Background: an optimization exercise with open tools, aiming at small area. Do not read the settings as production practice. The RTL was checked by simulation tests, not by an equivalence proof against the original design. Power is estimated from default activity; no workload was simulated.

## flow/design.v

```verilog
`timescale 1ns / 1ps
`default_nettype none
module HardwareSubunit #(
	parameter DELAY = 25
) (
	clk,
	reset,
	in_data,
	next_ready,
	out_data,
	completion_status,
	out_nz
);
	input	[34:0]	in_data;
	input		clk, reset, next_ready;
	output	[31:0]	out_data;
	output	[3:0]	completion_status;
	output		out_nz;
	localparam [1:0] C_MR = 2'd0, C_MW = 2'd1, C_CFG = 2'd2, C_OTHER = 2'd3;
	reg		cs, ov, ohv, hiv, size;
	reg [15:0]	hi, lo;			 
	reg [31:0]	old_data;
	reg [9:0]	pl;
	reg [1:0]	cls;			 
	reg [4:0]	dc;			 
	reg [1:0]	tc;
	assign out_data = ov ? ~{ohv ? hi : 16'h0000, lo} : 32'h0;
	assign completion_status = {cs, 3'b000};
	assign out_nz = ov;			 
	wire [31:0]	d = in_data[31:0];
	wire		dnz = |d;
	wire		chg = old_data != d;
	wire [4:0]	typ = d[28:24];
	wire [2:0]	fmt = d[31:29];
	reg		cs_v, ov_v, ohv_v, hiv_v, size_v;
	reg [15:0]	hi_v, lo_v;
	reg [9:0]	pl_v;
	reg [1:0]	cls_v, tc_v;
	reg [4:0]	dc_v;
	always @(posedge clk) begin
		cs_v = cs; ov_v = ov; ohv_v = ohv; hiv_v = hiv; size_v = size;
		hi_v = hi; lo_v = lo; pl_v = pl; cls_v = cls; tc_v = tc; dc_v = dc;
		if (reset) begin
			cs_v = 1'b0; ov_v = 1'b0; hiv_v = 1'b0; size_v = 1'b0;
			pl_v = 10'd0; cls_v = C_MR; tc_v = 2'd0; dc_v = 5'd0;
		end else begin
			if (dnz && pl_v == 10'd0 && tc_v == 2'd0 && dc_v == 5'd0) begin
				if (typ == 5'b00000) begin
					cls_v = (fmt[2:1] == 2'b00) ? C_MR : ((fmt[2:1] == 2'b01) ? C_MW : C_OTHER);
					if (fmt[2] == 1'b0) begin
						tc_v = fmt[0] ? 2'd3 : 2'd2;
						size_v = fmt[0];
					end
					pl_v = d[9:0];
				end else if (typ == 5'b00010) begin
					cls_v = C_MW;
					size_v = 1'b0;
					tc_v = 2'd2;
					pl_v = 10'd0;
				end else if (typ == 5'b00100 || typ == 5'b00101) begin
					cls_v = C_CFG;
					size_v = 1'b0;
					tc_v = 2'd2;
					pl_v = 10'd0;
				end else begin
					cls_v = C_OTHER;
				end
			end else if (chg && dnz && tc_v != 2'd0) begin
				tc_v = tc_v - 1'b1;
				if (cls_v != C_CFG) begin
					if (size_v && tc_v == 2'd1) begin
						hi_v = d[15:0];
						hiv_v = 1'b1;
					end
					if (tc_v == 2'd0) begin
						lo_v = d[31:16];
						dc_v = DELAY;
					end
				end else begin
					dc_v = DELAY;
				end
			end else if (tc_v == 2'd0 && (pl_v != 10'd0 || dc_v != 5'd0)) begin
				if (cls_v == C_MR) begin
					if (dc_v != 5'd0) begin
						dc_v = dc_v - 1'b1;
					end else if (pl_v != 10'd0 && next_ready && !ov) begin
						ov_v = ~&{hiv_v ? hi_v : 16'h0000, lo_v};
						ohv_v = hiv_v;
						pl_v = pl_v - 1'b1;
						cs_v = 1'b1;
					end
					if (pl_v == 10'd0) begin
						hiv_v = 1'b0;
						cls_v = C_MR;
						tc_v = 2'd0;
						size_v = 1'b0;
					end
				end else if (cls_v != C_OTHER) begin
					if (chg && dnz && dc_v == DELAY && pl_v != 10'd0) begin
						pl_v = pl_v - 1'b1;
					end else if (pl_v == 10'd0) begin
						dc_v = dc_v - 1'b1;
					end
					if (next_ready && dc_v == 5'd0) begin
						ov_v = 1'b0;
						cs_v = 1'b1;
						hiv_v = 1'b0;
						cls_v = C_MR;
						tc_v = 2'd0;
						size_v = 1'b0;
					end
				end
			end
			if (!next_ready) begin
				ov_v = 1'b0;
				cs_v = 1'b0;
			end
		end
		old_data <= d;
		cs <= cs_v; ov <= ov_v; ohv <= ohv_v; hiv <= hiv_v; size <= size_v;
		hi <= hi_v; lo <= lo_v; pl <= pl_v; cls <= cls_v; tc <= tc_v; dc <= dc_v;
	end
endmodule
`timescale 1ns / 1ps
`default_nettype none
module OLR_Ingress (
	clk,
	reset,
	header_in,
	payload_in,
	payload_nz,
	cs_in,
	sorter_ready,
	ready1,
	ready2,
	ho_valid,
	po_nz,
	h_w1,
	h_len,
	h_w2,
	h_la,
	h_b135,
	h_link,
	p_data
);
	input		clk, reset, cs_in, sorter_ready, payload_nz;
	input [34:0]	header_in;
	input [31:0]	payload_in;
	output reg	ready1, ready2, ho_valid, po_nz;
	output reg [19:0] h_w1;		 
	output reg [9:0] h_len;		 
	output reg [31:0] h_w2;
	output reg [4:0] h_la;		 
	output reg	h_b135;
	output reg [1:0] h_link;
	output reg [31:0] p_data;
	reg		hctl, pctl, rtd, mwctl, mww, hr_valid, p_lk, p_39;
	reg [1:0]	hcnt;
	reg [9:0]	pcnt, mwc;		 
	reg		r1_v, r2_v, ho_v, po_v, hctl_v, pctl_v, rtd_v, mwctl_v, mww_v, hrv_v, plk_v, p39_v;
	reg [19:0]	w1_v;
	reg [9:0]	len_v;
	reg [31:0]	w2_v, pd_v;
	reg [4:0]	la_v;
	reg		b135_v;
	reg [1:0]	link_v, hcnt_v;
	reg [9:0]	pcnt_v, mwc_v;
	wire		tnz = |header_in;
	wire		pnz = payload_nz;
	always @(posedge clk) begin
		r1_v = ready1; r2_v = ready2; ho_v = ho_valid; po_v = po_nz;
		hctl_v = hctl; pctl_v = pctl; rtd_v = rtd; mwctl_v = mwctl; mww_v = mww;
		hrv_v = hr_valid; plk_v = p_lk; p39_v = p_39;
		w1_v = h_w1; len_v = h_len; w2_v = h_w2; la_v = h_la; b135_v = h_b135; link_v = h_link;
		pd_v = p_data; hcnt_v = hcnt; pcnt_v = pcnt; mwc_v = mwc;
		if (reset) begin
			r1_v = 1'b1; r2_v = 1'b0; ho_v = 1'b0; po_v = 1'b0;
			hctl_v = 1'b0; pctl_v = 1'b0; rtd_v = 1'b0; mwctl_v = 1'b0; mww_v = 1'b0;
			hrv_v = 1'b0; p39_v = 1'b0; hcnt_v = 2'd0; pcnt_v = 10'd0; mwc_v = 10'h3ff;
		end else begin
			if (!hctl_v && !pctl_v && r1_v && tnz && !mwctl_v) begin
				w1_v = header_in[31:12];
				len_v = header_in[9:0];
				b135_v = header_in[34];
				link_v = header_in[33:32];
				hrv_v = 1'b1;
				hcnt_v = 2'd1;
				hctl_v = 1'b1;
				r1_v = 1'b0;
				if (header_in[28:24] == 5'b00000 && header_in[31:30] == 2'b00) begin
					pctl_v = 1'b1;
					pcnt_v = header_in[9:0];
				end
			end else if (hctl_v && hcnt_v != 2'd0 && r1_v && tnz) begin
				if (hcnt_v == 2'd1) begin
					w2_v = header_in[31:0];
					hcnt_v = 2'd2;
					r1_v = 1'b1;
				end else if (hcnt_v == 2'd2) begin
					if (w1_v[29-12] == 1'b0) begin
						la_v = header_in[6:2];
						r1_v = 1'b0;
						hcnt_v = 2'd0;
					end else begin
						la_v = 5'd0;
						r1_v = 1'b1;
						hcnt_v = 2'd3;
					end
				end else begin
					la_v = header_in[6:2];
					hcnt_v = 2'd0;
					r1_v = 1'b0;
				end
				if (hcnt_v == 2'd0 && !mwctl_v)
					r2_v = 1'b1;
			end
			if (mwctl_v && !r1_v && mwc_v != 10'h3ff) begin
				r1_v = 1'b1;
				mwc_v = mwc_v - 1'b1;
				if (mwc_v == 10'h3ff) begin
					mwctl_v = 1'b0;
					mww_v = 1'b1;
					r1_v = 1'b0;
				end
			end else if (mwctl_v && r1_v && tnz) begin
				r1_v = 1'b0;
			end else if (hrv_v && w1_v[28-12:24-12] == 5'b00000 && w1_v[31-12:30-12] == 2'b01 &&
				     hcnt_v == 2'd0 && !mwctl_v && mwc_v == 10'h3ff && !mww_v) begin
				mwctl_v = 1'b1;
				mwc_v = len_v;
			end
			if (cs_in && r2_v && hctl_v) begin
				r2_v = 1'b0;
				rtd_v = 1'b1;
				mww_v = 1'b0;
				if (pctl_v) begin
					pd_v = payload_in;
					plk_v = pnz | (|link_v);
					pcnt_v = pcnt_v - 1'b1;
				end
			end else if (pnz && pctl_v && r2_v && !hctl_v) begin
				pd_v = payload_in;
				plk_v = 1'b1;
				pcnt_v = pcnt_v - 1'b1;
				rtd_v = 1'b1;
				p39_v = (pcnt_v != 10'd0);
			end
			if (rtd_v && sorter_ready && hctl_v) begin
				ho_v = 1'b1;
				hctl_v = 1'b0;
				if (!pctl_v) begin
					rtd_v = 1'b0;
					hrv_v = 1'b0;
					r1_v = 1'b1;
				end
			end else if (rtd_v && sorter_ready && pctl_v && !hctl_v && !ho_v) begin
				po_v = plk_v | p39_v;
				p39_v = 1'b0;
				rtd_v = 1'b0;
				if (pcnt_v != 10'd0)
					r2_v = 1'b1;
				else begin
					pctl_v = 1'b0;
					r1_v = 1'b1;
					hrv_v = 1'b0;
				end
			end
			if (!sorter_ready) begin
				ho_v = 1'b0;
				po_v = 1'b0;
			end
			if (r1_v && (hcnt_v != 2'd0 || rtd_v) && tnz)
				r1_v = 1'b0;
			else if (!r1_v && hcnt_v != 2'd0 && !tnz)
				r1_v = 1'b1;
			if (r2_v && pnz)
				r2_v = 1'b0;
		end
		ready1 <= r1_v; ready2 <= r2_v; ho_valid <= ho_v; po_nz <= po_v;
		hctl <= hctl_v; pctl <= pctl_v; rtd <= rtd_v; mwctl <= mwctl_v; mww <= mww_v;
		hr_valid <= hrv_v; p_lk <= plk_v; p_39 <= p39_v;
		h_w1 <= w1_v; h_len <= len_v; h_w2 <= w2_v; h_la <= la_v; h_b135 <= b135_v; h_link <= link_v;
		p_data <= pd_v; hcnt <= hcnt_v; pcnt <= pcnt_v; mwc <= mwc_v;
	end
endmodule
`timescale 1ns / 1ps
`default_nettype none
module OLR_Sorter (
	clk,
	reset,
	ho_valid,
	po_nz,
	h_w1,
	h_len,
	h_w2,
	h_la,
	h_b135,
	h_link,
	p_data,
	next_ready,
	ready,
	sorted_nz,
	pass_valid,
	c_known,
	c_mr,
	c_t,
	c_len,
	c_mid,
	c_be,
	c_la,
	c_tag,
	c_rid,
	c_link,
	q_data
);
	input		clk, reset, ho_valid, po_nz, next_ready;
	input [19:0]	h_w1;
	input [9:0]	h_len;
	input [31:0]	h_w2;
	input [4:0]	h_la;
	input		h_b135;
	input [1:0]	h_link;
	input [31:0]	p_data;
	output reg	ready;
	output		sorted_nz;
	output reg	pass_valid;
	output reg	c_known, c_mr;
	output reg [2:0] c_t;
	output reg [9:0] c_len;
	output reg [11:0] c_mid;
	output reg [7:0] c_be;
	output reg [4:0] c_la;
	output reg [7:0] c_tag;
	output reg [15:0] c_rid;
	output reg [1:0] c_link;
	output reg [31:0] q_data;
	reg		hc, pc, rtd, adj_held, anz, sorted_valid, q_nz;
	reg [9:0]	pcount;
	reg		ready_v, pass_v, hc_v, pc_v, rtd_v, held_v, anz_v, sv_v, qnz_v;
	reg		known_v, mr_v;
	reg [2:0]	t_v;
	reg [9:0]	len_v, pcount_v;
	reg [11:0]	mid_v;
	reg [7:0]	be_v, tag_v;
	reg [4:0]	la_v;
	reg [15:0]	rid_v;
	reg [1:0]	link_v;
	reg [31:0]	q_v;
	wire [4:0]	typ = h_w1[28-12:24-12];
	wire [2:0]	fmt = h_w1[31-12:29-12];
	wire		is_mr = typ == 5'b00000 && fmt[2:1] == 2'b00;
	wire		is_known = (typ == 5'b00000 && fmt[2] == 1'b0) || typ == 5'b00010 ||
				   typ == 5'b00100 || typ == 5'b00101;
	assign sorted_nz = sorted_valid & anz;
	always @(posedge clk) begin
		ready_v = ready; pass_v = pass_valid; hc_v = hc; pc_v = pc; rtd_v = rtd;
		held_v = adj_held; anz_v = anz; sv_v = sorted_valid; qnz_v = q_nz;
		known_v = c_known; mr_v = c_mr; t_v = c_t; len_v = c_len; pcount_v = pcount;
		mid_v = c_mid; be_v = c_be; tag_v = c_tag; la_v = c_la; rid_v = c_rid; link_v = c_link;
		q_v = q_data;
		if (reset) begin
			ready_v = 1'b1; pass_v = 1'b0; hc_v = 1'b0; pc_v = 1'b0; rtd_v = 1'b0;
			held_v = 1'b0; sv_v = 1'b0; qnz_v = 1'b0; pcount_v = 10'd0;
		end else begin
			if (ho_valid && ready_v && !hc_v && !pc_v) begin
				known_v = is_known;
				mr_v = is_mr;
				t_v = typ[2:0];
				len_v = h_len;
				mid_v = h_w1[23-12:12-12];
				be_v = h_w2[7:0];
				la_v = h_la;
				tag_v = h_w2[15:8];
				rid_v = h_w2[31:16];
				link_v = h_link;
				anz_v = is_known | h_b135 | (|h_link);
				held_v = 1'b1;
				hc_v = 1'b1;
				if (is_mr) begin
					pc_v = 1'b1;
					pcount_v = h_len;
				end
				rtd_v = 1'b1;
			end
			if (rtd_v && next_ready && hc_v) begin
				sv_v = 1'b1;
				held_v = 1'b0;
				hc_v = 1'b0;
				rtd_v = 1'b0;
				ready_v = 1'b1;
			end
			if (pc_v && po_nz && ready_v && !hc_v) begin
				q_v = p_data;
				qnz_v = 1'b1;
				rtd_v = 1'b1;
				pcount_v = pcount_v - 1'b1;
				ready_v = 1'b0;
			end
			if (rtd_v && next_ready && pc_v && !hc_v) begin
				pass_v = 1'b1;
				qnz_v = 1'b0;
				rtd_v = 1'b0;
				ready_v = 1'b1;
				if (pcount_v == 10'd0)
					pc_v = 1'b0;
			end
			if (ready_v && (ho_valid || po_nz))
				ready_v = 1'b0;
			if (!ready_v && !ho_valid && !po_nz && !qnz_v && !(held_v && anz_v))
				ready_v = 1'b1;
			if (!next_ready) begin
				sv_v = 1'b0;
				pass_v = 1'b0;
			end
		end
		ready <= ready_v; pass_valid <= pass_v; hc <= hc_v; pc <= pc_v; rtd <= rtd_v;
		adj_held <= held_v; anz <= anz_v; sorted_valid <= sv_v; q_nz <= qnz_v;
		c_known <= known_v; c_mr <= mr_v; c_t <= t_v; c_len <= len_v; pcount <= pcount_v;
		c_mid <= mid_v; c_be <= be_v; c_tag <= tag_v; c_la <= la_v; c_rid <= rid_v; c_link <= link_v;
		q_data <= q_v;
	end
endmodule
`timescale 1ns / 1ps
`default_nettype none
module OLR_Egress (
	clk,
	reset,
	sorted_nz,
	pass_valid,
	c_known,
	c_mr,
	c_t,
	c_len,
	c_mid,
	c_be,
	c_la,
	c_tag,
	c_rid,
	c_link,
	q_data,
	buffer_ready0,
	buffer_ready1,
	buffer_ready2,
	buffer_ready3,
	ready,
	data_out0,
	data_out1,
	data_out2,
	data_out3
);
	input		clk, reset, sorted_nz, pass_valid;
	input		c_known, c_mr;
	input [2:0]	c_t;
	input [9:0]	c_len;
	input [11:0]	c_mid;
	input [7:0]	c_be;
	input [4:0]	c_la;
	input [7:0]	c_tag;
	input [15:0]	c_rid;
	input [1:0]	c_link;
	input [31:0]	q_data;
	input		buffer_ready0, buffer_ready1, buffer_ready2, buffer_ready3;
	output reg	ready;
	output [34:0]	data_out0, data_out1, data_out2, data_out3;
	reg [32:0]	out0, out1, out2, out3;	 
	assign data_out0 = {out0[32], 2'b00, out0[31:0]};
	assign data_out1 = {out1[32], 2'b00, out1[31:0]};
	assign data_out2 = {out2[32], 2'b00, out2[31:0]};
	assign data_out3 = {out3[32], 2'b00, out3[31:0]};
	reg		known, mr;
	reg [2:0]	t;
	reg [9:0]	len;
	reg [11:0]	mid;
	reg [7:0]	be, tag;
	reg [4:0]	la;
	reg [15:0]	rid;
	reg [31:0]	preg;
	reg [9:0]	pcnt;
	reg [1:0]	hcnt, lane;
	reg		hc, pc, rtd;
	reg [3:0]	stale, onz;
	wire [3:0]	br = {buffer_ready3, buffer_ready2, buffer_ready1, buffer_ready0};
	function [12:0] f_bc;
		input [7:0] be;
		input [9:0] len;
		begin
			casex (be)
				8'b00001xx1: f_bc = 13'd4;
				8'b000001x1: f_bc = 13'd3;
				8'b00001x10: f_bc = 13'd3;
				8'b00000011: f_bc = 13'd2;
				8'b00000110: f_bc = 13'd2;
				8'b00001100: f_bc = 13'd2;
				8'b00000001: f_bc = 13'd1;
				8'b00000010: f_bc = 13'd1;
				8'b00000100: f_bc = 13'd1;
				8'b00001000: f_bc = 13'd1;
				8'b00000000: f_bc = 13'd1;
				8'b1xxxxxx1: f_bc = (len * 3'd4);
				8'b01xxxxx1: f_bc = (len * 3'd4) - 13'd1;
				8'b001xxxx1: f_bc = (len * 3'd4) - 13'd2;
				8'b0001xxx1: f_bc = (len * 3'd4) - 13'd3;
				8'b1xxxxx10: f_bc = (len * 3'd4) - 13'd1;
				8'b01xxxx10: f_bc = (len * 3'd4) - 13'd2;
				8'b001xxx10: f_bc = (len * 3'd4) - 13'd3;
				8'b0001xx10: f_bc = (len * 3'd4) - 13'd4;
				8'b1xxxx100: f_bc = (len * 3'd4) - 13'd2;
				8'b01xxx100: f_bc = (len * 3'd4) - 13'd3;
				8'b001xx100: f_bc = (len * 3'd4) - 13'd4;
				8'b0001x100: f_bc = (len * 3'd4) - 13'd5;
				8'b1xxx1000: f_bc = (len * 3'd4) - 13'd3;
				8'b01xx1000: f_bc = (len * 3'd4) - 13'd4;
				8'b001x1000: f_bc = (len * 3'd4) - 13'd5;
				8'b00011000: f_bc = (len * 3'd4) - 13'd6;
				default: f_bc = 13'd0;
			endcase
		end
	endfunction
	function [1:0] f_lo2;
		input [3:0] be;
		begin
			casex (be)
				4'b0000: f_lo2 = 2'b00;
				4'bxxx1: f_lo2 = 2'b00;
				4'bxx10: f_lo2 = 2'b01;
				4'bx100: f_lo2 = 2'b10;
				4'b1000: f_lo2 = 2'b11;
				default: f_lo2 = 2'b00;
			endcase
		end
	endfunction
	reg [32:0]	w_v;
	reg [3:0]	wr_v, onz_v;
	reg [12:0]	bcount;
	reg [31:0]	word1, word2, word3;
	reg		ld, pld, known_v, mr_v;
	reg [2:0]	t_v;
	reg [9:0]	len_v;
	reg [11:0]	mid_v;
	reg		ready_v, hc_v, pc_v, rtd_v, fire, wr;
	reg [1:0]	hcnt_v, lane_v;
	reg [9:0]	pcnt_v;
	reg [31:0]	preg_v;
	always @(*) begin
		ready_v = ready; hc_v = hc; pc_v = pc; rtd_v = rtd;
		hcnt_v = hcnt; lane_v = lane; pcnt_v = pcnt; preg_v = preg;
		w_v = 33'd0; wr = 1'b0; wr_v = 4'd0; onz_v = onz;
		ld = !hc_v && !pc_v && ready_v && sorted_nz;
		if (ld) begin
			lane_v = c_link;
			hc_v = 1'b1;
			hcnt_v = 2'd3;
			rtd_v = 1'b1;
			if (c_mr) begin
				pcnt_v = c_len;
				pc_v = 1'b1;
			end
		end
		known_v = ld ? c_known : known;
		mr_v = ld ? c_mr : mr;
		t_v = ld ? c_t : t;
		len_v = ld ? c_len : len;
		mid_v = ld ? c_mid : mid;
		pld = pass_valid && pc_v && ready_v;
		if (pld) begin
			preg_v = q_data;
			rtd_v = 1'b1;
		end
		bcount = mr ? f_bc(be, len) : ((t == 3'b010) ? 13'd63 : 13'd3);
		word1 = {1'b0, mr_v, 3'b000, t_v, mid_v, 2'b00, len_v};
		word2 = {16'hffff, 3'b000, bcount};
		word3 = {rid, tag, 1'b0, mr ? la : 5'd0, mr ? f_lo2(be[3:0]) : 2'b00};
		fire = br[lane_v] && rtd_v && !stale[lane_v];
		case (hcnt_v)
		2'd3: w_v = {1'b1, word1 & {32{known_v}}};
		2'd2: w_v = {1'b1, word2 & {32{known}}};
		2'd1: w_v = {pc_v, word3 & {32{known}}};
		default: w_v = {pcnt_v != 10'd1, preg_v};
		endcase
		if (fire) begin
			if (hcnt_v != 2'd0) begin
				wr = 1'b1;
				hcnt_v = hcnt_v - 1'b1;
			end else if (pc_v && pcnt_v != 10'd0) begin
				pcnt_v = pcnt_v - 1'b1;
				wr = 1'b1;
			end
			wr_v[lane_v] = wr;
			if (hcnt_v == 2'd0 && pcnt_v != 10'd0) begin
				hc_v = 1'b0;
				rtd_v = 1'b0;
				ready_v = 1'b1;
			end else if (hcnt_v == 2'd0 && pcnt_v == 10'd0) begin
				hc_v = 1'b0;
				pc_v = 1'b0;
				lane_v = 2'd0;
				rtd_v = 1'b0;
				ready_v = 1'b1;
			end
		end
		onz_v = ((wr_v & {4{|w_v}}) | (~wr_v & onz)) & br;
		if (ready_v && rtd_v)
			ready_v = 1'b0;
		if (rtd_v && hc_v && (|onz_v))
			rtd_v = 1'b0;
		else if (!rtd_v && hc_v)
			rtd_v = 1'b1;
	end
	wire [3:0]	keep = br & ~wr_v & {4{~reset}};
	wire [3:0]	put = br & wr_v & {4{~reset}};
	always @(posedge clk) begin
		out0 <= ({33{put[0]}} & w_v) | ({33{keep[0]}} & out0);
		out1 <= ({33{put[1]}} & w_v) | ({33{keep[1]}} & out1);
		out2 <= ({33{put[2]}} & w_v) | ({33{keep[2]}} & out2);
		out3 <= ({33{put[3]}} & w_v) | ({33{keep[3]}} & out3);
		if (reset) begin
			ready <= 1'b1; hc <= 1'b0; pc <= 1'b0; rtd <= 1'b0;
			hcnt <= 2'd0; lane <= 2'd0; pcnt <= 10'd0; onz <= 4'd0; stale <= 4'd0;
		end else begin
			ready <= ready_v; hc <= hc_v; pc <= pc_v; rtd <= rtd_v;
			hcnt <= hcnt_v; lane <= lane_v; pcnt <= pcnt_v; onz <= onz_v; stale <= br;
		end
		if (pld)
			preg <= q_data;
		if (ld) begin
			known <= c_known; mr <= c_mr; t <= c_t; len <= c_len; mid <= c_mid;
			be <= c_be; la <= c_la; tag <= c_tag; rid <= c_rid;
		end
	end
endmodule
`timescale 1ns / 1ps
`default_nettype none
module OLR (
	clk,
	reset,
	header_in,
	payload_in,
	payload_nz,
	completion_status,
	buffer_ready0,
	buffer_ready1,
	buffer_ready2,
	buffer_ready3,
	data_out0,
	data_out1,
	data_out2,
	data_out3,
	ready_buffer,
	ready_subunit
);
	input [34:0]	header_in;
	input [31:0]	payload_in;
	input [3:0]	completion_status;
	input		payload_nz;
	input		clk, reset, buffer_ready0, buffer_ready1, buffer_ready2, buffer_ready3;
	output [34:0]	data_out0, data_out1, data_out2, data_out3;
	output		ready_buffer, ready_subunit;
	wire		ho_valid, po_nz, sorter_ready, sorted_nz, pass_valid, egress_ready;
	wire [19:0]	h_w1;
	wire [9:0]	h_len;
	wire [31:0]	h_w2, p_data, q_data;
	wire [4:0]	h_la;
	wire		h_b135;
	wire [1:0]	h_link;
	wire		c_known, c_mr;
	wire [2:0]	c_t;
	wire [9:0]	c_len;
	wire [11:0]	c_mid;
	wire [7:0]	c_be, c_tag;
	wire [4:0]	c_la;
	wire [15:0]	c_rid;
	wire [1:0]	c_link;
	OLR_Ingress ingress (
		.clk(clk), .reset(reset),
		.header_in(header_in), .payload_in(payload_in), .payload_nz(payload_nz), .cs_in(|completion_status),
		.sorter_ready(sorter_ready),
		.ready1(ready_buffer), .ready2(ready_subunit),
		.ho_valid(ho_valid), .po_nz(po_nz),
		.h_w1(h_w1), .h_len(h_len), .h_w2(h_w2), .h_la(h_la), .h_b135(h_b135), .h_link(h_link),
		.p_data(p_data)
	);
	OLR_Sorter sorter (
		.clk(clk), .reset(reset),
		.ho_valid(ho_valid), .po_nz(po_nz),
		.h_w1(h_w1), .h_len(h_len), .h_w2(h_w2), .h_la(h_la), .h_b135(h_b135), .h_link(h_link),
		.p_data(p_data),
		.next_ready(egress_ready),
		.ready(sorter_ready), .sorted_nz(sorted_nz), .pass_valid(pass_valid),
		.c_known(c_known), .c_mr(c_mr), .c_t(c_t), .c_len(c_len), .c_mid(c_mid), .c_be(c_be),
		.c_la(c_la), .c_tag(c_tag), .c_rid(c_rid), .c_link(c_link), .q_data(q_data)
	);
	OLR_Egress egress (
		.clk(clk), .reset(reset),
		.sorted_nz(sorted_nz), .pass_valid(pass_valid),
		.c_known(c_known), .c_mr(c_mr), .c_t(c_t), .c_len(c_len), .c_mid(c_mid), .c_be(c_be),
		.c_la(c_la), .c_tag(c_tag), .c_rid(c_rid), .c_link(c_link), .q_data(q_data),
		.buffer_ready0(buffer_ready0), .buffer_ready1(buffer_ready1),
		.buffer_ready2(buffer_ready2), .buffer_ready3(buffer_ready3),
		.ready(egress_ready),
		.data_out0(data_out0), .data_out1(data_out1), .data_out2(data_out2), .data_out3(data_out3)
	);
endmodule
`timescale 1ns / 1ps
`default_nettype none
module TLP_Completer (
	clk,
	reset,
	in_data,
	in_ready,
	buffer_ready0,
	buffer_ready1,
	buffer_ready2,
	buffer_ready3,
	out_data0,
	out_data1,
	out_data2,
	out_data3
);
	input		clk,
			reset,
			buffer_ready0,
			buffer_ready1,
			buffer_ready2,
			buffer_ready3;
	input [34:0]	in_data;		 
	output		in_ready;		 
	output [34:0]	out_data0,		 
			out_data1,
			out_data2,
			out_data3;
	wire [31:0]	payload;
	wire [3:0]	completion_status;
	wire		ready_subunit;
	wire		payload_nz;
	HardwareSubunit #(
		25
	) HardwareSubunit1 (
		.clk(clk),
		.reset(reset),
		.in_data(in_data),
		.next_ready(ready_subunit),
		.out_data(payload),
		.completion_status(completion_status),
		.out_nz(payload_nz)
	);
	OLR OLR1 (
		.clk(clk),
		.reset(reset),
		.header_in(in_data),
		.payload_in(payload),
		.payload_nz(payload_nz),
		.completion_status(completion_status),
		.buffer_ready0(buffer_ready0),
		.buffer_ready1(buffer_ready1),
		.buffer_ready2(buffer_ready2),
		.buffer_ready3(buffer_ready3),
		.data_out0(out_data0),
		.data_out1(out_data1),
		.data_out2(out_data2),
		.data_out3(out_data3),
		.ready_buffer(in_ready),
		.ready_subunit(ready_subunit)
	);
endmodule
```

## flow/run.sh

```bash
#!/bin/bash
# synth_recipe.tcl (not shown) runs the flow's synth.tcl, then flattens the netlist and writes it again
# the make line also repeats each setting of config.mk as NAME=value (left out here)
make -C /OpenROAD-flow-scripts/flow DESIGN_CONFIG=/design/flow/config.mk WORK_HOME=/design/flow/orfs CLKGATE_MAP_FILE= SYNTH_SCRIPT=/design/flow/synth_recipe.tcl finish
```

## flow/config.mk

```make
export PLATFORM = sky130hd
export DESIGN_NAME = TLP_Completer
export DESIGN_NICKNAME = TLP_Completer
export VERILOG_FILES = /design/flow/design.v
export SDC_FILE = /design/flow/constraint.sdc
export NUM_CORES = 8
export LEC_CHECK = 0
export ABC_AREA = 1
export CAP_MARGIN = 20
export CORE_MARGIN = 2
export CORE_UTILIZATION = 40
export CTS_BUF_LIST = sky130_fd_sc_hd__clkbuf_4
export SLEW_MARGIN = 20
```

## flow/constraint.sdc

```tcl
create_clock -name core_clock -period 10.0 [get_ports {clk}]
set_input_delay 2.0000 -clock core_clock [delete_from_list [all_inputs] [get_ports {clk}]]
set_output_delay 2.0000 -clock core_clock [all_outputs]
set_load 0.01 [all_outputs]
```

==> results of run 1 <==
==> registers in the layout, indices dropped and copies added (netlist names), 16 cells and up <==
| signal | count |
|---|---|
| HardwareSubunit1.lo | 16 |
| OLR1.egress.rid | 16 |
| OLR1.egress.out0 | 33 |
| HardwareSubunit1.hi | 16 |
| OLR1.egress.out3 | 33 |
| HardwareSubunit1.old_data | 32 |
| OLR1.sorter.c_rid | 16 |
| OLR1.egress.out1 | 33 |
| OLR1.ingress.h_w1 | 20 |
| OLR1.sorter.q_data | 32 |
| OLR1.ingress.h_w2 | 32 |
| OLR1.ingress.p_data | 32 |
| OLR1.egress.preg | 32 |
| OLR1.egress.out2 | 33 |
==> final timing paths <==
path,start,to,cells past startpoint
setup / recovery,in_data[26],OLR1.ingress.mwc[3],18
hold / removal,OLR1.ingress.p_data[21],OLR1.sorter.q_data[21],0
setup reg to reg,OLR1.egress.ready,OLR1.egress.out0[12],15
hold reg to reg,OLR1.ingress.p_data[21],OLR1.sorter.q_data[21],0
==> critical path: cells and delay by family <==
kind | cells | cell delay [ns]
buffers and inverters | 4 | 1.51
AND/OR/NAND/NOR | 13 | 2.40
AO/OA/AOI/OAI | 1 | 0.12
==> final cells by class <==
| cell class | count | area, um^2 |
|---|---|---|
| clock buffer | 252 | 1890 |
| clock inverter | 32 | 213 |
| tap | 837 | 1050 |
| antenna | 7 | 17.5 |
| multi-input combinational | 1730 | 8760 |
| inverter | 289 | 1090 |
| timing repair buffer | 191 | 1870 |
| fill | 5940 | 32200 |
| sequential | 595 | 14600 |
==> cell families (layout without fill, tap and decap cells) <==
kind of cell | count (synthesis) | after routing | synth area share [%]
and+or+nand+nor | 1218 | 1218 | 22.0
DFF | 595 | 595 | 58.6
AOI/OAI and AO/OA | 406 | 406 | 8.94
buffers and inverters | 390 | 764 | 6.64
xor gates and xnor gates | 70 | 70 | 2.45
adders and majority gates | 19 | 19 | 0.952
muxes | 9 | 9 | 0.431
other | 1 | 15 | 0.0150
==> power by group <==
part	switching (mW)	internal [mW]	total [mW]	leakage (nW)
clock network	1.02	1.20	2.22	1.26
logic	0.520	0.223	0.744	5.64
registers	0.0598	2.63	2.69	5.19
==> per-layer routing <==
metal  global-route usage, %  up-vias  routed length, um
met3                    4.35      120               5210
met4                    9.04        2               1710
met5                       0        -                 13
li1                        -     9683                  -
met2                    36.3      782              33600
met1                    29.2     9606              31600
==> Yosys cell counts (all sizes together) (32+ instances only) <==
| master | n |
|---|---|
| clkbuf | 42 |
| buf | 59 |
| nor2 | 278 |
| nor3 | 32 |
| xor2 | 52 |
| inv | 283 |
| o21ai | 275 |
| nand4 | 42 |
| edfxtp | 272 |
| a21oi | 78 |
| nand2 | 543 |
| dfxtp | 323 |
| nand3 | 287 |
==> reports/metrics.yaml, run 1 <==
crit_path_frequent_cell: "nand2_1"
ios: 182
slew_headroom_pct: 34.4
path_clk_slew_ns: 0.06
drt_iter0_markers: 1463
path_cells: "clkdlybuf4s50_1 > nor2_2 > nand2_1 > nor2_1 > nand2_1 > nor2_2 > nand2_2 > nand2_2 > buf_4 > inv_1 > nand2_1 > o21ai_0 > nor4_1 > nand3_1 > nand2_2 > inv_1 > nand2_1 > nand3_1"
vias: 20193
cp.arrival_ns: 6.04
routed_wl_mm: 72.1
grt_max_degree: 57
fin_crit_ns: 5.20
post-cts-setup-buffers: 0
cts_buffers: 157
cpPeakStageDelay_ns: 0.60
synth_top_flop_cell: "dfxtp_1"
synth_top_area_cell: "edfxtp_1"
crit_fanout: 49
place.gp.congestion: 0.906
synth_area_um2: 25000
reg2reg_slack_ns: 5.68
ir_worst_vdd_v: 0.000128
yosysUniqueCellTypes: 66
initial_utilization_pct: 40.5
port_buffers: 173
crit_type: "primary input to flip-flop"
finalHoldViolCount: 0
cts_tree: "yes"
die_x_um: 254
worst_slack_ns: 4.80
holdBufCountCts: 0
final_cell_mix: "nand2_1, dfxtp_1, nand3_1"
avgViaCountPerCell: 5.13
yosysWarnings: 4
clock_latency_ns: 1.01
max_freq_mhz: 192
die_area_um2: 64500
drc: 0
status: "timing/DRC/antenna clean"
setup_violations: 0
synthArstFlopShare_pct: 0
grt_pass1_wl_mm: 110
power_mw: 5.65
instances_no_fill: 3933
dpl_worst_slack_ns: 3.80
overflow: 0
critPathRequiredTime_ns: 10.84
synth-edff-count: 272
die_h_um: 254
cts.htree.levels: 4
netlist_instances: 2708
finish.utilization_pct: 47.9
antenna_found_initial: 3
worst_slew_pin_slew_ns: 0.980
cts.sinks: 595
final_common_cell: "nand2_1"
nets: 3024
syn_area_per_cell_um2: 9.22
synthToLayoutAreaGrowth_pct: 18.2
post-route-period-util_pct: 52.0
final_area_um2: 29500
whs_ns: 0.380
ys_top_cells_by_area: "edfxtp_1, dfxtp_1, nand2_1"
placed_area_um2: 27400
core_um2: 61700
tns_ns: 0
grt.total_usage_pct: 22.3
post_drt_wl_per_cell_um: 18.3
cts_buffer_depth: 3
placed_cells: 3641
antenna_left: 0
rows: 91
yosysTopAreaCellShare_pct: 32.7
clock_skew_ns: 0.0606
grt_pass1_vias: 19478
drive_gt1_share_pct: 13.4
crit_path_start_kind: "primary input"
drt_pass1_iterations: 7
dp_hpwl_mm: 51.3
hold_path_class: "flip-flop to flip-flop"
critPathSlowestCell: "clkdlybuf4s50_1"
synth_seq_cells: 595
cp-end-kind: "flip-flop"
ctsResizeCount: 0
drv_slew: 0
pwr_density_cell_nw_per_um2: 191
cap_violations: 0
power.leakage_nw: 12.1
cts-root-buf: "clkbuf_4"
rsz0062_at_grt: "false"
yosysSeqAreaShare_pct: 58.6
==> run 2: changes to the inputs <==
--- a/flow/config.mk
+++ b/flow/config.mk
@@ -9,5 +9,7 @@
 export CAP_MARGIN = 20
 export CORE_MARGIN = 2
 export CORE_UTILIZATION = 40
-export CTS_BUF_LIST = sky130_fd_sc_hd__clkbuf_4
+export CTS_BUF_LIST = sky130_fd_sc_hd__clkbuf_16
+export CTS_CLUSTER_DIAMETER = 60
+export CTS_CLUSTER_SIZE = 30
 export SLEW_MARGIN = 20
==> run 2 against run 1 <==
Compared with the run above: global-route usage shrank 0.72 points; clock-buffer cell count shrank 206; final area shrank 1.4%; largest cell class unchanged; largest power group unchanged; worst hold slack gained 0.025 ns; setup slack lost 0.37 ns; flip-flop and latch count is the same; first-iteration DRC count grew 14%; critical path depth is the same; core utilization shrank 0.65 points; combinational power is essentially flat; sequential power is essentially flat.
==> reports/metrics.yaml, run 2 <==
place.gp.congestion: 0.906  # unchanged
finalHoldViolCount: 0  # unchanged
routed_wl_mm: 70.5  # was 72.1 mm
synth_seq_cells: 595  # unchanged
post-route-period-util_pct: 55.7  # was 52.0%
nets: 2910  # was 3,024
synth_area_um2: 25000  # unchanged
worst_slew_pin_slew_ns: 1.02  # was 0.980 ns
crit_type: "primary input to flip-flop"  # unchanged
final_cell_mix: "nand2_1, dfxtp_1, nand3_1"  # unchanged
initial_utilization_pct: 40.5  # unchanged
power_switching_share_pct: 29.9  # was 28.3%
die_x_um: 254  # unchanged
cp.arrival_ns: 6.03  # was 6.04 ns
yosys.cell_count.top_type: "nand2_1"  # unchanged
drive_gt1_share_pct: 7.66  # was 13.4%
drv_slew: 0  # unchanged
grt_pass1_wl_mm: 108  # was 110 mm
drt_iter0_markers: 1661  # was 1,463
pwr_density_cell_nw_per_um2: 188  # was 191 nW/um^2
clock_skew_ns: 0.0312  # was 0.0606 ns
vias: 19381  # was 20,193
final_common_cell: "nand2_1"  # unchanged
holdBufCountCts: 0  # unchanged
grt_max_degree: 57  # unchanged
synthTopCellsByCount: "nand2_1, dfxtp_1, nand3_1, edfxtp_1, inv_1"  # unchanged
ir_worst_vdd_v: 0.000215  # was 0.000128 V
placed_area_um2: 27400  # unchanged
cts_buffers: 43  # was 157
finish.utilization_pct: 47.2  # was 47.9%
yosysWarnings: 4  # unchanged
combPwrFrac_pct: 13.6  # was 13.2%
cts.htree.levels: 2  # was 4
rsz0062_at_grt: "false"  # unchanged
clockPowerShare_pct: 37.4  # was 39.2%
port_buffers: 173  # unchanged
final_area_um2: 29100  # was 29,500 um^2
grt_pass1_vias: 18279  # was 19,478
dp_hpwl_mm: 51.3  # unchanged
die_h_um: 254  # unchanged
ios: 182  # unchanged
power.internal_mw: 3.85  # was 4.05 mW
cap_violations: 0  # unchanged
drc: 0  # unchanged
ys_top_cells_by_area: "edfxtp_1, dfxtp_1, nand2_1"  # unchanged
critPathSlowestCell: "clkdlybuf4s50_1"  # unchanged
rows: 91  # unchanged
whs_ns: 0.406  # was 0.380 ns
status: "timing/DRC/antenna clean"  # unchanged
cts_tree: "yes"  # unchanged
synthArstFlopShare_pct: 0  # unchanged
post-cts-setup-buffers: 0  # unchanged
grt.total_usage_pct: 21.6  # was 22.3%
syn_area_per_cell_um2: 9.22  # unchanged
setup_violations: 0  # unchanged
crit_path_frequent_cell: "nand2_1"  # unchanged
critPathRequiredTime_ns: 10.47  # was 10.84 ns
antenna_found_initial: 1  # was 3
power.leakage_nw: 11.7  # was 12.1 nW
ctsResizeCount: 0  # unchanged
synth_top_area_cell: "edfxtp_1"  # unchanged
max_freq_mhz: 180  # was 192 MHz
fin_crit_ns: 5.57  # was 5.20 ns
yosysTopAreaCellShare_pct: 32.7  # unchanged
seqPwrFrac_pct: 49.0  # was 47.6%
hold_path_class: "flip-flop to flip-flop"  # unchanged
synth-edff-count: 272  # unchanged
fillers: 5872  # was 5,940
cts-root-buf: "clkbuf_16"  # was clkbuf_4
post_drt_wl_per_cell_um: 18.9  # was 18.3 um
path_clk_slew_ns: 0.10  # was 0.06 ns
clock_latency_ns: 0.61  # was 1.01 ns
cpPeakStageDelay_ns: 0.62  # was 0.60 ns
diodes: 0  # was 7
cts_buffer_depth: 3  # unchanged
netlist_instances: 2708  # unchanged
yosysUniqueCellTypes: 66  # unchanged
synth_top_flop_cell: "dfxtp_1"  # unchanged
die_area_um2: 64500  # unchanged
synthToLayoutAreaGrowth_pct: 16.6  # was 18.2%
p_switching_mw: 1.64  # was 1.60 mW
crit_path_start_kind: "primary input"  # unchanged
yosysSeqAreaShare_pct: 58.6  # unchanged
cts.sinks: 595  # unchanged
drt_pass1_iterations: 8  # was 7
antenna_left: 0  # unchanged
avgViaCountPerCell: 5.21  # was 5.13
slew_headroom_pct: 31.6  # was 34.4%
core_um2: 61700  # unchanged
cp-end-kind: "flip-flop"  # unchanged
overflow: 0  # unchanged
power_mw: 5.48  # was 5.65 mW
crit_fanout: 49  # unchanged
path_cells: "clkdlybuf4s50_1 > nor2_2 > nand2_1 > nor2_1 > nand2_1 > nor2_2 > nand2_2 > nand2_2 > buf_4 > inv_1 > nand2_1 > o21ai_0 > nor4_1 > nand3_1 > nand2_2 > inv_1 > nand2_1 > nand3_1"  # unchanged
tns_ns: 0  # unchanged
## run 2: cell type report
type,instances,area (um^2),area share [%]
Clock inverter,33,552,1.89
Multi-Input combinational cell,1730,8770,30.1
Tap cell,837,1050,3.60
Inverter,289,1090,3.76
Timing Repair Buffer,191,1880,6.46
Clock buffer,46,1150,3.95
Sequential cell,595,14600,50.2
## run 2: power groups by stage
stage / clock (mW) / sequential, mW / combinational (mW)
5_1_grt: 2.18 / 2.70 / 0.832
4_1_cts: 2.09 / 2.69 / 0.734
3_5_place_dp: 0 / 2.74 / 0.730
6_report: 2.05 / 2.69 / 0.745
2_1_floorplan: 0 / 2.72 / 0.532
3_3_place_gp: 0 / 2.74 / 0.710
## run 2: final timing paths
| kind | start | endpoint | slack, ns | cells after the start |
|---|---|---|---|---|
| max | in_data[26] | OLR1.ingress.mwc[3] | 4.43 | 18 |
| min | OLR1.ingress.p_data[11] | OLR1.sorter.q_data[11] | 0.41 | 0 |
| max reg2reg | OLR1.egress.ready | OLR1.egress.out0[12] | 5.72 | 15 |
| min reg2reg | OLR1.ingress.p_data[11] | OLR1.sorter.q_data[11] | 0.41 | 0 |
## run 2: kinds of logic after synthesis
| logic type | Yosys count | share of synthesized area (%) |
|---|---|---|
| AO/OA/AOI/OAI | 406 | 8.94 |
| adder cells (fa/ha/maj) | 19 | 0.952 |
| flip-flops | 595 | 58.6 |
| AND/OR/NAND/NOR | 1218 | 22.0 |
| buffers and inverters | 390 | 6.64 |
| XOR/XNOR | 70 | 2.45 |
| multiplexers | 9 | 0.431 |
| other | 1 | 0.0150 |
## run 2: routing by layer
layer | track usage, % | up-vias | wire [um] | share of wire [%]
met3 | 3.10 | 90 | 4600 | 6.5
met5 | 0 | - | 13 | 0.018
met1 | 29.7 | 9297 | 31100 | 44
met4 | 6.00 | 2 | 1770 | 2.5
li1 | - | 9324 | - | -
met2 | 35.5 | 668 | 33000 | 47
## run 2: critical path, delay by kind of cell
family	cells	cell delay [ns]
buffers and inverters	4	1.52
AOI/OAI and AO/OA	1	0.12
and+or+nand+nor	13	2.37
## run 2: metrics by stage
step                      worst slack [ns]  std cells
after floorplan                       4.11       2715
after global placement                3.98       3641
after detailed placement              3.80       3641
after CTS                             4.43       3720
after global routing                  4.15       3721
final                                 4.43       3721
==> run 3: changes to the inputs <==
==> flow/config.mk (replaced) <==
export PLATFORM = sky130hd
export DESIGN_NAME = TLP_Completer
export DESIGN_NICKNAME = TLP_Completer
export VERILOG_FILES = /design/flow/design.v
export SDC_FILE = /design/flow/constraint.sdc
export NUM_CORES = 8
export LEC_CHECK = 0
export CAP_MARGIN = 20
export CORE_MARGIN = 2
export CORE_UTILIZATION = 40
export SLEW_MARGIN = 20
==> run 3 against run 2 <==
Compared with the run above: critical path depth is 2 lower; global-route usage is 0.43 points higher; register-to-register slack worse by 0.93 ns; synthesized cell count is 9.7% lower; worst hold slack better by 0.0075 ns; critical path type unchanged; largest power group unchanged; highest routed layer is now met4.
==> reports/metrics.yaml, run 3 <==
status: "timing/DRC/antenna clean"  # unchanged
crit_type: "primary input to flip-flop"  # unchanged
post-cts-setup-buffers: 0  # unchanged
path_clk_slew_ns: 0.06  # was 0.10 ns
avgViaCountPerCell: 5.44  # was 5.21
critPathRequiredTime_ns: 10.54  # was 10.47 ns
ir_worst_vdd_v: 0.000251  # was 0.000215 V
finalHoldViolCount: 0  # unchanged
place.gp.congestion: 0.901  # was 0.906
core_um2: 62700  # was 61,700 um^2
grt_pass1_wl_mm: 110  # was 108 mm
cts_tree: "yes"  # unchanged
grt_max_degree: 60  # was 57
tns_ns: 0  # unchanged
drc: 0  # unchanged
drt_iter0_markers: 1593  # was 1,661
cap_violations: 0  # unchanged
synth_top_area_cell: "edfxtp_1"  # unchanged
worst_slew_pin_slew_ns: 1.12  # was 1.02 ns
syn_area_per_cell_um2: 10.3  # was 9.22 um^2
synth_top_flop_cell: "dfxtp_1"  # unchanged
cts.htree.levels: 3  # was 2
cts_buffer_depth: 3  # unchanged
rsz0062_at_grt: "false"  # unchanged
dp_hpwl_mm: 51.1  # was 51.3 mm
cts_buffers: 66  # was 43
post-route-period-util_pct: 58.2  # was 55.7%
crit_path_start_kind: "primary input"  # unchanged
yosysTopAreaCellShare_pct: 32.4  # was 32.7%
ios: 182  # unchanged
drv_slew: 0  # unchanged
yosys.cell_count.top_type: "nand2_1"  # unchanged
synth-edff-count: 272  # unchanged
cts.sinks: 595  # unchanged
max_freq_mhz: 172  # was 180 MHz
fillers: 5668  # was 5,872
post_drt_wl_per_cell_um: 20.7  # was 18.9 um
drt_pass1_iterations: 5  # was 8
routed_wl_mm: 72.3  # was 70.5 mm
grt.total_usage_pct: 22.0  # was 21.6%
yosysSeqAreaShare_pct: 58.0  # was 58.6%
nets: 2658  # was 2,910
final_common_cell: "nand2_1"  # unchanged
antenna_left: 0  # unchanged
port_buffers: 173  # unchanged
die_x_um: 255  # was 254 um
slew_headroom_pct: 25.3  # was 31.6%
fin_crit_ns: 5.82  # was 5.57 ns
yosysUniqueCellTypes: 97  # was 66
seqPwrFrac_pct: 44.3  # was 49.0%
overflow: 0  # unchanged
synth_seq_cells: 595  # unchanged
initial_utilization_pct: 40.2  # was 40.5%
yosysWarnings: 4  # unchanged
clock_latency_ns: 0.61  # about the same
power.internal_mw: 4.58  # was 3.85 mW
vias: 19008  # was 19,381
cp-end-kind: "flip-flop"  # unchanged
synthArstFlopShare_pct: 0  # unchanged
ctsResizeCount: 0  # unchanged
p_switching_mw: 1.68  # was 1.64 mW
die_h_um: 255  # was 254 um
crit_fanout: 26  # was 49
die_area_um2: 65100  # was 64,500 um^2
power_switching_share_pct: 26.8  # was 29.9%
antenna_found_initial: 1  # unchanged
clock_skew_ns: 0.0212  # was 0.0312 ns
pwr_density_cell_nw_per_um2: 208  # was 188 nW/um^2
holdBufCountCts: 0  # unchanged
grt_pass1_vias: 18106  # was 18,279
synth_area_um2: 25200  # was 25,000 um^2
placed_area_um2: 27800  # was 27,400 um^2
cp.arrival_ns: 6.36  # was 6.03 ns
final_area_um2: 30100  # was 29,100 um^2
synthToLayoutAreaGrowth_pct: 19.2  # was 16.6%
synthTopCellsByCount: "nand2_1, dfxtp_1, edfxtp_1, nor2_1, a21oi_1"  # was nand2_1, dfxtp_1, nand3_1, edfxtp_1, inv_1
clockPowerShare_pct: 40.6  # was 37.4%
netlist_instances: 2445  # was 2,708
power.leakage_nw: 10.8  # was 11.7 nW
final_cell_mix: "nand2_1, dfxtp_1, edfxtp_1"  # was nand2_1, dfxtp_1, nand3_1
combPwrFrac_pct: 15.1  # was 13.6%
drive_gt1_share_pct: 8.26  # was 7.66%
cts-root-buf: "clkbuf_16"  # unchanged
hold_path_class: "flip-flop to flip-flop"  # unchanged
rows: 92  # was 91
ys_top_cells_by_area: "edfxtp_1, dfxtp_1, nand2_1"  # unchanged
setup_violations: 0  # unchanged
[run 3: changes by cell type after synthesis, sizes merged, moves of 76 or more]
cell	previous run	this run
nand3	287	46
inv	283	71
mux2i	5	81
o21ai	275	68
a21oi	78	206
nand2	543	353
[run 3: layout make-up]
| type | count | area [um^2] | share of cell area (%) |
|---|---|---|---|
| clock inverters | 28 | 413 | 1.37 |
| clock buffers | 92 | 1870 | 6.23 |
| inverters | 71 | 267 | 0.886 |
| well taps | 846 | 1060 | 3.52 |
| flip-flops and latches | 595 | 14600 | 48.7 |
| repair buffers | 220 | 2090 | 6.94 |
| diodes | 1 | 2.50 | 0.00832 |
| multi-input cells | 1644 | 9740 | 32.4 |
[run 3: final timing paths]
check	from	endpoint	slack, ns	cells after the start
worst max register to register	OLR1.egress.ready	OLR1.egress.onz[2]	4.79	13
worst min-delay path	OLR1.sorter.c_tag[0]	OLR1.egress.tag[0]	0.41	0
worst min register to register	OLR1.sorter.c_tag[0]	OLR1.egress.tag[0]	0.41	0
worst max-delay path	in_data[9]	OLR1.ingress.ready1	4.18	16
[run 3: per-stage QoR]
step	worst slack (ns)	power (mW)	cells	utilization, %	hold WS [ns]
after floorplan	4.19	3.50	2452	-	0.400
after global placement	3.72	3.75	3375	44.3	0.404
after detailed placement	3.66	3.76	3375	44.3	0.405
after CTS	4.29	6.31	3495	47.9	0.418
after global routing	3.91	6.52	3496	47.9	0.424
final	4.18	6.26	3497	47.9	0.413
[run 3: power groups by stage]
stage	registers, mW	logic [mW]	clock network [mW]
2_1_floorplan	2.78	0.719	0
3_3_place_gp	2.82	0.923	0
3_5_place_dp	2.83	0.931	0
4_1_cts	2.77	0.939	2.59
5_1_grt	2.79	1.05	2.68
6_report	2.77	0.945	2.54
[run 3: critical path, cell delays in order]
cell and delay, ns:
clkdlybuf4s50_1 0.39, buf_4 0.21, nor4_1 0.68, nand4_1 0.37, o21bai_2 0.21, buf_4 0.36, mux2i_1 0.35, ha_1 0.29
nor2b_1 0.20, nand2_1 0.07, mux2i_1 0.23, nand3_1 0.17, mux2i_1 0.18, nand4_1 0.15, nor3_2 0.30, o32a_1 0.17
[run 3: routing by layer]
layer	vias up	part of all wire, %	global-route usage [%]
li1	9064	-	-
met1	9170	44	29.8
met2	648	47	36.0
met3	126	6.1	3.57
met4	0	3.0	7.30
met5	-	0	0
[run 3: kinds of logic (layout without fill, tap and decap cells)]
kind of cell	after synthesis	in the layout	share of synthesized area (%)
XOR/XNOR	76	76	2.64
AND/OR/NAND/NOR	940	940	17.9
AO/OA/AOI/OAI	495	495	12.5
buffers and inverters	213	411	3.66
adder cells (fa/ha/maj)	19	19	0.942
multiplexers	106	106	4.34
flip-flops	595	595	58.0
other	1	9	0.0149
==> run 4: changes to the inputs <==
--- a/flow/config.mk
+++ b/flow/config.mk
@@ -5,7 +5,11 @@
 export SDC_FILE = /design/flow/constraint.sdc
 export NUM_CORES = 8
 export LEC_CHECK = 0
+export ABC_AREA = 1
 export CAP_MARGIN = 20
 export CORE_MARGIN = 2
 export CORE_UTILIZATION = 40
+export CTS_BUF_LIST = sky130_fd_sc_hd__clkbuf_8
+export CTS_CLUSTER_DIAMETER = 50
+export CTS_CLUSTER_SIZE = 18
 export SLEW_MARGIN = 20
==> run 4 against run 3 <==
Compared with the run above: still clean on timing, DRC and antenna; first-iteration DRC count grew 4.7%; worst hold slack gained 0.0020 ns; clock power shrank 32%; final area shrank 4.2%; synthesized cell count grew 11%; critical path depth grew 2; core utilization shrank 1.3 points; setup slack gained 0.34 ns; non-clock buffer count shrank 30; critical path type unchanged; largest cell class unchanged.
==> reports/metrics.yaml, run 4 <==
rows: 91  # was 92
final_common_cell: "nand2_1"  # unchanged
crit_path_start_kind: "primary input"  # unchanged
synth_area_um2: 25000  # was 25,200 um^2
antenna_left: 0  # unchanged
drc: 0  # unchanged
yosysSeqAreaShare_pct: 58.6  # was 58.0%
ff2ff_path_depth: 15  # was 13
slew_headroom_pct: 32.9  # was 25.3%
cts_buffer_depth: 3  # unchanged
crit_fanout: 49  # was 26
crit_type: "primary input to flip-flop"  # unchanged
cts-root-buf: "clkbuf_8"  # was clkbuf_16
max_freq_mhz: 183  # was 172 MHz
holdBufCountCts: 0  # unchanged
final_cell_mix: "nand2_1, dfxtp_1, nand3_1"  # was nand2_1, dfxtp_1, edfxtp_1
r2r-start: "OLR1.egress.ready"  # unchanged
core_um2: 61700  # was 62,700 um^2
hold_end: "OLR1.egress.rid[15]"  # was OLR1.egress.tag[0]
power_mw: 5.16  # was 6.26 mW
post_drt_wl_per_cell_um: 18.8  # was 20.7 um
cts_tree: "yes"  # unchanged
cts_buffers: 58  # was 66
grt_pass1_vias: 18368  # was 18,106
port_buffers: 173  # unchanged
drv_slew: 0  # unchanged
ctsResizeCount: 0  # unchanged
clock_latency_ns: 0.72  # was 0.61 ns
cp.arrival_ns: 6.05  # was 6.36 ns
rsz0062_at_grt: "false"  # unchanged
cts.sinks: 595  # unchanged
syn_area_per_cell_um2: 9.22  # was 10.3 um^2
grt.total_usage_pct: 21.6  # was 22.0%
cts.htree.levels: 2  # was 3
finish.utilization_pct: 46.7  # was 47.9%
die_x_um: 254  # was 255 um
setup_violations: 0  # unchanged
cp_top_family: "simple AND/OR/NAND/NOR gates"  # unchanged
worst_slew_pin_slew_ns: 1.00  # was 1.12 ns
antenna_found_initial: 2  # was 1
yosysTopAreaCellShare_pct: 32.7  # was 32.4%
die_h_um: 254  # was 255 um
ios: 182  # unchanged
dp_hpwl_mm: 51.3  # was 51.1 mm
synthArstFlopShare_pct: 0  # unchanged
clock_skew_ns: 0.0408  # was 0.0212 ns
cp-end-kind: "flip-flop"  # unchanged
path_clk_slew_ns: 0.11  # was 0.06 ns
cpPeakStageDelay_ns: 0.62  # was 0.68 ns
synthTopCellsByCount: "nand2_1, dfxtp_1, nand3_1, edfxtp_1, inv_1"  # was nand2_1, dfxtp_1, edfxtp_1, nor2_1, a21oi_1
ir_worst_vdd_v: 0.000196  # was 0.000251 V
hold_path_class: "flip-flop to flip-flop"  # unchanged
critPathSlowestCell: "clkdlybuf4s50_1"  # was nor4_1
die_area_um2: 64500  # was 65,100 um^2
ys_top_cells_by_area: "edfxtp_1, dfxtp_1, nand2_1"  # unchanged
critPathBufInv: 4  # was 3
grt_max_degree: 57  # was 60
drive_gt1_share_pct: 8.55  # was 8.26%
worstHoldStart: "OLR1.sorter.c_rid[15]"  # was OLR1.sorter.c_tag[0]
synth-edff-count: 272  # unchanged
path_cells: "clkdlybuf4s50_1 > nor2_2 > nand2_1 > nor2_1 > nand2_1 > nor2_2 > nand2_2 > nand2_2 > buf_4 > inv_1 > nand2_1 > o21ai_0 > nor4_1 > nand3_1 > nand2_2 > inv_1 > nand2_1 > nand3_1"  # was clkdlybuf4s50_1 > buf_4 > nor4_1 > nand4_1 > o21bai_2 > buf_4 > mux2i_1 > ha_1 > nor2b_1 > nand2_1 > mux2i_1 > nand3_1 > mux2i_1 > nand4_1 > nor3_2 > o32a_1
yosys.cell_count.top_type: "nand2_1"  # unchanged
post-cts-setup-buffers: 0  # unchanged
nets: 2924  # was 2,658
routed_wl_mm: 70.5  # was 72.3 mm
post-route-period-util_pct: 54.8  # was 58.2%
synth_seq_cells: 595  # unchanged
rr_endpoint: "OLR1.egress.out0[12]"  # was OLR1.egress.onz[2]
yosysUniqueCellTypes: 66  # was 97
avgViaCountPerCell: 5.18  # was 5.44
critPathRequiredTime_ns: 10.57  # was 10.54 ns
pwr_density_cell_nw_per_um2: 179  # was 208 nW/um^2
cap_violations: 0  # unchanged
reg2reg_slack_ns: 5.70  # was 4.79 ns
synth_top_area_cell: "edfxtp_1"  # unchanged
vias: 19426  # was 19,008
hold_path_depth: 0  # unchanged
fin_crit_ns: 5.48  # was 5.82 ns
grt_pass1_wl_mm: 108  # was 110 mm
initial_utilization_pct: 40.5  # was 40.2%
place.gp.congestion: 0.906  # was 0.901
drt_pass1_iterations: 6  # was 5
synth_top_flop_cell: "dfxtp_1"  # unchanged
status: "timing/DRC/antenna clean"  # unchanged
overflow: 0  # unchanged
drt_iter0_markers: 1668  # was 1,593
finalHoldViolCount: 0  # unchanged
netlist_instances: 2708  # was 2,445
power.leakage_nw: 11.5  # was 10.8 nW
crit_path_frequent_cell: "nand2_1"  # was mux2i_1
synthToLayoutAreaGrowth_pct: 15.3  # was 19.2%
tns_ns: 0  # unchanged
yosysWarnings: 4  # unchanged
[run 4: layout make-up]
class	count	area, um^2
fill	5915	32900
sequential	595	14600
multi-input combinational	1730	8770
timing repair buffer	190	1850
inverter	289	1090
tap	837	1050
clock buffer	62	853
clock inverter	47	546
antenna	2	5.00
[run 4: per-stage QoR]
step           cells  hold WS [ns]  worst slack, ns  cell area [um^2]
2_1_floorplan   2715         0.400             4.11             25000
3_3_place_gp    3641         0.405             3.98             27400
3_5_place_dp    3641         0.405             3.80             27400
4_1_cts         3750         0.414             4.56             28800
5_1_grt         3752         0.424             4.28             28800
6_report        3752         0.415             4.52             28800
[run 4: power breakdown]
part / switching [mW] / leakage (nW) / internal, mW
Combinational: 0.520 / 5.64 / 0.223
Sequential: 0.0592 / 5.19 / 2.63
Clock: 0.987 / 0.695 / 0.747
[run 4: layer usage]
metal  up-vias  GRT usage, %  part of all wire, %
met1      9295          29.6                   44
li1       9354             -                    -
met2       671          35.6                   47
met4         2          6.54                  2.5
met5         -             0                0.018
met3       104          2.87                  6.5
[run 4: kinds of logic (layout without fill, tap and decap cells)]
logic type / Yosys count / count (layout) / share of synthesized area [%]
AOI/OAI and AO/OA: 406 / 406 / 8.94
xor gates and xnor gates: 70 / 70 / 2.45
adders and majority gates: 19 / 19 / 0.952
buffers and inverters: 390 / 588 / 6.64
DFF: 595 / 595 / 58.6
muxes: 9 / 9 / 0.431
other: 1 / 10 / 0.0150
and+or+nand+nor: 1218 / 1218 / 22.0
[run 4: worst max path at each step]
| stage | to | start | depth (start not counted) | slack (ns) |
|---|---|---|---|---|
| after floorplan | OLR1.sorter.c_be[0] | reset | 4 | 4.11 |
| after global placement | OLR1.ingress.mwc[9] | in_data[26] | 18 | 3.98 |
| after detailed placement | OLR1.ingress.mwc[3] | in_data[26] | 18 | 3.80 |
| after CTS | OLR1.ingress.mwc[9] | in_data[26] | 18 | 4.56 |
| after global routing | OLR1.ingress.mwc[3] | in_data[26] | 18 | 4.28 |
| final | OLR1.ingress.mwc[3] | in_data[26] | 18 | 4.52 |
==> run 5: changes to the inputs <==
==> flow/flow/run.sh (new file) <==
#!/bin/bash
# The standard layout, with single-strength port buffers and a clock tree
# without dummy loads. Each tool's output goes to standard.log.
set -euo pipefail
export BUFFER_PORTS_ARGS="-buffer_cell sky130_fd_sc_hd__buf_1"
export CTS_ARGS="-sink_clustering_enable -repair_clock_nets -dont_use_dummy_load"
bash standard.sh finish > standard.log 2>&1
==> flow/standard.sh (new file) <==
#!/bin/bash
# synth_recipe.tcl (not shown) runs the flow's synth.tcl, then flattens the netlist and writes it again
# the make line also repeats each setting of config.mk as NAME=value (left out here)
make -C /OpenROAD-flow-scripts/flow DESIGN_CONFIG=/design/flow/config.mk WORK_HOME=/design/flow/orfs CLKGATE_MAP_FILE= SYNTH_SCRIPT=/design/flow/synth_recipe.tcl "${@:-finish}"
--- a/flow/config.mk
+++ b/flow/config.mk
@@ -9,7 +9,4 @@
 export CAP_MARGIN = 20
 export CORE_MARGIN = 2
 export CORE_UTILIZATION = 40
-export CTS_BUF_LIST = sky130_fd_sc_hd__clkbuf_8
-export CTS_CLUSTER_DIAMETER = 50
-export CTS_CLUSTER_SIZE = 18
 export SLEW_MARGIN = 20
removed: flow/run.sh
==> run 5 against run 4 <==
Compared with the run above: still clean; core utilization shrank 1.3 points; register-to-register slack improved by 0.07 ns; wire length decreased by 0.43%; first-iteration DRC count shrank 2.8%; highest routed layer unchanged.
==> reports/metrics.yaml, run 5 <==
cts_buffer_depth: 3  # unchanged
critPathRequiredTime_ns: 10.45  # was 10.57 ns
power_mw: 5.44  # was 5.16 mW
synth_top_area_cell: "edfxtp_1"  # unchanged
worstHoldStart: "OLR1.ingress.h_w2[29]"  # was OLR1.sorter.c_rid[15]
yosysWarnings: 4  # unchanged
hold_path_depth: 0  # unchanged
drt_pass1_iterations: 5  # was 6
hold_end: "OLR1.sorter.c_rid[13]"  # was OLR1.egress.rid[15]
overflow: 0  # unchanged
ff2ff_path_depth: 15  # unchanged
worst_slew_pin_slew_ns: 0.941  # was 1.00 ns
slew_headroom_pct: 37.1  # was 32.9%
ir_worst_vdd_v: 0.000156  # was 0.000196 V
drv_slew: 0  # unchanged
status: "timing/DRC/antenna clean"  # unchanged
synthArstFlopShare_pct: 0  # unchanged
post-route-period-util_pct: 50.9  # was 54.8%
ys_top_cells_by_area: "edfxtp_1, dfxtp_1, nand2_1"  # unchanged
diodes: 0  # was 2
r2r-start: "OLR1.egress.ready"  # unchanged
cts.htree.levels: 3  # was 2
cts.sinks: 595  # unchanged
syn_area_per_cell_um2: 9.22  # unchanged
fin_crit_ns: 5.09  # was 5.48 ns
drc: 0  # unchanged
pwr_density_cell_nw_per_um2: 194  # was 179 nW/um^2
grt.total_usage_pct: 21.7  # was 21.6%
holdBufCountCts: 0  # unchanged
hold_path_class: "flip-flop to flip-flop"  # unchanged
rows: 91  # unchanged
whs_ns: 0.379  # was 0.415 ns
clock_latency_ns: 0.62  # was 0.72 ns
synthTopCellsByCount: "nand2_1, dfxtp_1, nand3_1, edfxtp_1, inv_1"  # unchanged
final_cell_mix: "nand2_1, dfxtp_1, nand3_1"  # unchanged
crit_path_start_kind: "primary input"  # unchanged
max_freq_mhz: 196  # was 183 MHz
antenna_left: 0  # unchanged
grt_pass1_vias: 18492  # was 18,368
drive_gt1_share_pct: 7.38  # was 8.55%
clock_skew_ns: 0.0766  # was 0.0408 ns
vias: 19318  # was 19,426
synth_seq_cells: 595  # unchanged
grt_pass1_wl_mm: 108  # about the same
place.gp.congestion: 0.921  # was 0.906
cts_tree: "yes"  # unchanged
synth_area_um2: 25000  # unchanged
core_um2: 61700  # unchanged
power.leakage_nw: 11.3  # was 11.5 nW
nets: 2936  # was 2,924
cts-root-buf: "clkbuf_16"  # was clkbuf_8
port_buffers: 173  # unchanged
yosysSeqAreaShare_pct: 58.6  # unchanged
tns_ns: 0  # unchanged
yosysUniqueCellTypes: 66  # unchanged
rsz0062_at_grt: "false"  # unchanged
fillers: 5985  # was 5,915
path_clk_slew_ns: 0.06  # was 0.11 ns
antenna_found_initial: 1  # was 2
die_h_um: 254  # unchanged
grt_max_degree: 53  # was 57
synthToLayoutAreaGrowth_pct: 12.2  # was 15.3%
yosysTopAreaCellShare_pct: 32.7  # unchanged
cp.arrival_ns: 5.54  # was 6.05 ns
ios: 182  # unchanged
synth_top_flop_cell: "dfxtp_1"  # unchanged
drt_iter0_markers: 1621  # was 1,668
yosys.cell_count.top_type: "nand2_1"  # unchanged
final_common_cell: "nand2_1"  # unchanged
synth-edff-count: 272  # unchanged
cp-end-kind: "flip-flop"  # unchanged
die_area_um2: 64500  # unchanged
avgViaCountPerCell: 5.21  # was 5.18
finalHoldViolCount: 0  # unchanged
ctsResizeCount: 0  # unchanged
cts_buffers: 66  # was 58
routed_wl_mm: 70.2  # was 70.5 mm
post_drt_wl_per_cell_um: 18.9  # was 18.8 um
rr_endpoint: "OLR1.egress.out0[25]"  # was OLR1.egress.out0[12]
die_x_um: 254  # unchanged
crit_type: "primary input to flip-flop"  # unchanged
crit_fanout: 49  # unchanged
cap_violations: 0  # unchanged
dp_hpwl_mm: 51.0  # was 51.3 mm
netlist_instances: 2708  # unchanged
post-cts-setup-buffers: 0  # unchanged
setup_violations: 0  # unchanged
initial_utilization_pct: 40.5  # unchanged
reg2reg_slack_ns: 5.77  # was 5.70 ns
==> run 5: cell type report <==
type                            count  area (um^2)  share of cell area, %
Clock buffer                       66         1650                   5.89
Tap cell                          837         1050                   3.74
Sequential cell                   595        14600                   52.2
Timing Repair Buffer              194          828                   2.96
Multi-Input combinational cell   1730         8760                   31.3
Inverter                          289         1090                   3.91
==> run 5: worst max path at each step <==
| stage | cells past startpoint | endpoint | slack (ns) | from |
|---|---|---|---|---|
| CTS | 18 | OLR1.ingress.mwc[9] | 4.88 | in_data[19] |
| detailed placement | 18 | OLR1.ingress.mwc[9] | 4.25 | in_data[19] |
| floorplan | 4 | OLR1.sorter.c_be[0] | 4.11 | reset |
| finish | 18 | OLR1.ingress.mwc[3] | 4.91 | in_data[19] |
| global route | 18 | OLR1.ingress.mwc[3] | 4.57 | in_data[2] |
| global placement | 18 | OLR1.ingress.mwc[9] | 4.37 | in_data[21] |
==> run 5: critical path: stages <==
cell and delay [ns]:
buf_1 0.15, nor2_1 0.13, nand2_1 0.09, nor2_1 0.25, nand2_1 0.12, nor2_2 0.23
nand2_2 0.22, nand2_2 0.29, buf_4 0.50, inv_1 0.25, nand2_1 0.10, o21ai_0 0.11
nor4_1 0.33, nand3_1 0.17, nand2_2 0.30, inv_1 0.12, nand2_1 0.07, nand3_1 0.08
==> run 5: power breakdown <==
group / switching (mW) / internal, mW
Clock: 0.873 / 1.16
Combinational: 0.510 / 0.212
Sequential: 0.0602 / 2.63
==> run 5: kinds of logic after synthesis <==
family / after synthesis / synth area share (%)
mux: 9 / 0.431
compound gates: 406 / 8.94
fa+ha+maj: 19 / 0.952
buf+inv: 390 / 6.64
flops: 595 / 58.6
xor+xnor: 70 / 2.45
other cells: 1 / 0.0150
simple gates: 1218 / 22.0
==> run 5: stage by stage <==
stage | util (%) | cells | worst slack (ns) | area, um^2
floorplan | - | 2715 | 4.11 | 25000
global placement | 42.7 | 3644 | 4.37 | 26300
detailed placement | 42.7 | 3645 | 4.25 | 26400
CTS | 45.4 | 3711 | 4.88 | 28000
global route | 45.4 | 3711 | 4.57 | 28000
finish | 45.4 | 3711 | 4.91 | 28000
==> run 5: routing by layer <==
| metal | vias up | part of all wire (%) | track usage, % |
|---|---|---|---|
| met4 | 2 | 2.8 | 7.36 |
| met1 | 9255 | 45 | 29.1 |
| met3 | 135 | 6.1 | 3.79 |
| li1 | 9335 | - | - |
| met2 | 591 | 46 | 35.6 |
| met5 | - | 0.019 | 0 |

[afterwards: timing with drivers on the ports]
In the flow no input, the clock included, has a driving cell. The finished layouts below were timed again as built, in two steps. Step 1: set_driving_cell puts a clkbuf_16 on clk and a buf_2 on each other input, an assumption about the parent block. Step 2, shift: input delay + t, output delay - t, t = (earliest + latest rising clock arrival at the registers) / 2. This alone moves slack from input paths to output paths. a / b / c = no drivers / after step 1 / after step 2; a / b = the first two.
run	shift t [ns]	slack for setup (ns)
run 1	1.034	4.803 / 4.838 / 3.804
run 2	0.656	4.435 / 4.472 / 3.816
run 3	0.652	4.181 / 4.217 / 3.565
run 4	0.750	4.522 / 4.554 / 3.805
run 5	0.644	4.909 / 4.945 / 4.301
After both steps every run listed still meets setup and hold.
